From an optimization exercise on the open Yosys and OpenROAD flow, aimed at small area; shortcuts taken in it are not production practice. Function was checked by simulation only, so behaviour that the tests miss may differ from the original.

==> exp/raven: inputs <==
==> flow/design.v (excerpt) <==
module ReConf_FirFilter (
    input              iClk12M,
    input              iRsn,
    input              iEnSample600k,
    input              iCoeffUpdateFlag,
    input      [2:0]   iFirIn,
    input      [5:0]   iNumOfCoeff,
    input      [5:0]   iAddrRam,
    input      [15:0]  iWrDtRam,
    output reg [15:0]  oFirOut
);
make LEC_CHECK=0 ABC_AREA=1 CAP_MARGIN=30 CORE_MARGIN=2 CORE_UTILIZATION=40 SLEW_MARGIN=40 SYNTH_HIERARCHICAL=1 SYNTH_MINIMUM_KEEP_SIZE=0 finish   # period 12.0 ns
run.sh (not shown) runs the stock make flow with config.mk's settings and CLKGATE_MAP_FILE= SYNTH_SCRIPT=/design/flow/synth_recipe.tcl, a recipe that flattens the netlist after the stock synthesis.
==> exp/willow: changes against exp/raven <==
Settings changed: SYNTH_HIERARCHICAL 1 to not set, SYNTH_MINIMUM_KEEP_SIZE 0 to not set.
==> flow_summary.json <==
{
  "status": "finished with violations",
  "checkFailReasons": "negative setup slack",
  "synth_nets": 6743,
  "nWellTaps": 1625,
  "cp_max_fo": 13,
  "synth_compound_area_frac": 0.1850,
  "multiInputGateArea_um2": 34890,
  "setup_viol": 16,
  "synthMuxAreaShare": 0.0002299,
  "non_clock_inverter_count": 1262,
  "dr.pass1.iters": 8,
  "worst_slack_ns": -2.172,
  "vias": 51560,
  "yosys.area_share.simple": 0.1201
}
# the run above: exp/willow

==> flow_summary.json <==
{
  "status": "finished with violations",
  "checkFailReasons": "negative setup slack",
  "synthMuxAreaShare": 0,
  "vias": 47760,
  "worst_slack_ns": -1.804,
  "synth_compound_area_frac": 0.2059,
  "multiInputGateArea_um2": 34470,
  "setup_viol": 16,
  "cp_max_fo": 8
}
# the run above: exp/raven



==> build 58 <==
Another version of the RTL of ReConf_FirFilter (not shown whole).
// ReConf_FirFilter
module ReConf_FirFilter (
    input              iClk12M,
    input              iRsn,
    input              iEnSample600k,
    input              iCoeffUpdateFlag,
    input      [2:0]   iFirIn,
    input      [5:0]   iNumOfCoeff,
    input      [5:0]   iAddrRam,
    input      [15:0]  iWrDtRam,
    output reg [15:0]  oFirOut
);
    wire         wWrEn, wRdMode, wRdMode1, wSample;
    wire [3:0]   wWrAddr;
    wire [159:0] wCoeff;
    wire [119:0] wDelay;
    wire [63:0]  wMacN;
    wire [15:0]  wSat;
    Controller controller_inst (
        .iClk12M(iClk12M), .iRsn(iRsn), .iEnSample600k(iEnSample600k),
        .iCoeffUpdateFlag(iCoeffUpdateFlag), .iNumOfCoeff(iNumOfCoeff),
        .iAddrRam(iAddrRam), .oWrEn(wWrEn), .oWrAddr(wWrAddr),
        .oRdMode(wRdMode), .oRdMode1(wRdMode1), .oSample(wSample));
    SpSram10x16 ram_inst (
        .iClk(iClk12M), .iWrEn(wWrEn), .iAddr(wWrAddr), .iWrDt(iWrDtRam),
        .oCoeff(wCoeff));
    DelayChain delay_chain_inst (
        .iClk(iClk12M), .iRsn(iRsn), .iShift(wSample), .iFirIn(iFirIn),
        .oDelay(wDelay));
    MacUnit mac_inst (.iCoeff(wCoeff), .iDelay(wDelay), .oMacN(wMacN));
    wire [35:0]  wABN;
    FinalSumAB final_ab_inst (.iMacN(wMacN), .oABN(wABN));
    reg [35:0] rABN;
    reg        rOutLd;
    always @(posedge iClk12M or negedge iRsn) begin
        if (!iRsn) begin
            rABN   <= {36{1'b1}};
            rOutLd <= 1'b0;
        end else begin
            if (wRdMode1)
                rABN <= wABN;
            rOutLd <= wSample;
        end
    end
    FinalSumOut final_out_inst (.iABN(rABN), .oSat(wSat));
    always @(posedge iClk12M or negedge iRsn) begin
        if (!iRsn)
            oFirOut <= 16'h0;
        else if (rOutLd)
            oFirOut <= wSat;
    end
endmodule
==> flow/config.mk <==
export PLATFORM = sky130hd
export DESIGN_NAME = ReConf_FirFilter
export DESIGN_NICKNAME = ReConf_FirFilter
export VERILOG_FILES = /design/flow/design.v
export SDC_FILE = /design/flow/constraint.sdc
export NUM_CORES = 4
export LEC_CHECK = 0
export ABC_AREA = 1
export CAP_MARGIN = 10
export CELL_PAD_IN_SITES_DETAIL_PLACEMENT = 1
export CELL_PAD_IN_SITES_GLOBAL_PLACEMENT = 1
export CORE_MARGIN = 2
export CORE_UTILIZATION = 45
export CTS_CLUSTER_DIAMETER = 100
export CTS_CLUSTER_SIZE = 30
export GPL_TIMING_DRIVEN = 0
export SETUP_SLACK_MARGIN = 0.3
export SLEW_MARGIN = 10
==> flow/constraint.sdc <==
create_clock -name core_clock -period 12.0 [get_ports {iClk12M}]
set_input_delay 2.4000 -clock core_clock [delete_from_list [all_inputs] [get_ports {iClk12M}]]
set_output_delay 2.4000 -clock core_clock [all_outputs]
set_load 0.01 [all_outputs]
standard.sh (not shown) runs the stock make flow with config.mk's settings and CLKGATE_MAP_FILE= SYNTH_SCRIPT=/design/flow/synth_recipe.tcl, a recipe that flattens the netlist after the stock synthesis.
==> flow/flow/run.sh <==
#!/bin/bash
set -euo pipefail
here=$(pwd)
bash standard.sh SYNTH_SCRIPT="$here/flow/synth.tcl" finish > "$here/flow_make.log" 2>&1
==> flow/flow/abc.script <==
strash
dch -f
amap
topo
stime -c
==> flow/flow/synth.tcl <==
set my_abc_script [file join [file dirname [file normalize [info script]]] abc.script]
set ::env(SYNTH_KEEP_MODULES) "FullAdd HalfAdd SelDec"
proc synth {args} { yosys synth -nofsm -noshare -noabc {*}$args }
proc abc {args} {
  set i [lsearch -exact $args -script]
  if { $i >= 0 } { lset args [expr {$i + 1}] $::my_abc_script }
  yosys abc {*}$args
}
proc extract_fa {args} { yosys extract_fa {*}$args FullAdd HalfAdd }
source $::env(SCRIPTS_DIR)/synth.tcl
# left out here: clear keep_hierarchy, flatten, clean up, hide names made inside functions, write 1_2_yosys.v
==> inputs of build 15, as changes to build 58 <==
--- a/flow/config.mk
+++ b/flow/config.mk
@@ -14,5 +14,5 @@
 export CTS_CLUSTER_DIAMETER = 100
 export CTS_CLUSTER_SIZE = 30
 export GPL_TIMING_DRIVEN = 0
-export SETUP_SLACK_MARGIN = 0.3
+export SETUP_SLACK_MARGIN = 0.1
 export SLEW_MARGIN = 10
==> flow_summary_export.csv <==
group,metric,value,unit
final_layout,multi_input_area_share,0.6851,
run_status,outcome,"no timing/DRC/antenna violations",
final_layout,area_growth,7.440,%
routing,drtIter0Drc,11440,
final_layout,sh_seq_area,0.2137,
final_layout,drive_above_1_share,0.03058,
final_layout,final_util,0.4881,
final_layout,multi_input_area,0.03065,mm^2
(the above is from build 15)
==> flow_summary_export.csv <==
group,metric,value,unit
run_status,outcome,"no timing/DRC/antenna violations",
floorplanning,io_pins,51,
final_layout,drive_above_1_share,0.03264,
final_layout,multi_input_area,0.03065,mm^2
final_layout,final_util,0.4886,
routing,drtIter0Drc,11430,
clocking,cts_hold_repair.buffers,0,
final_layout,multi_input_area_share,0.6845,
final_layout,area_growth,7.554,%
(the above is from build 58)

## re-timing with driven ports
Ports are ideal in the flow. The routed layouts listed here were re-timed in OpenROAD.
Step 1 sets driving cells, clkbuf_16 on the clock port and buf_2 on the other inputs (assumed; they add their load-dependent delay and slew).
Step 2 adds t to the input delays and takes it off the output delays; t is the mean of the earliest and latest rising clock arrival at the registers after step 1. Input paths then give back, and output paths get back, about the clock's delay inside the block.
Slacks: ideal / step 1 / step 2; pairs: ideal / step 1.
run	t, ns	setup WS [ns]	worst hold slack (ns)	slew at the worst register clock pin (ns)	worst slew at a driven data input, ns
exp/raven	0.758	-1.804 / -1.804 / -1.804	0.469 / 0.469 / 0.469	0.08 / 0.08	0.09
exp/willow	0.758	-2.172 / -2.172 / -2.172	0.358 / 0.358 / 0.358	0.07 / 0.07	0.06
build 58	0.686	0.504 / 0.504 / 0.504	0.367 / 0.367 / 0.367	0.12 / 0.12	0.05
build 15	0.686	0.325 / 0.325 / 0.325	0.367 / 0.367 / 0.367	0.12 / 0.12	0.05
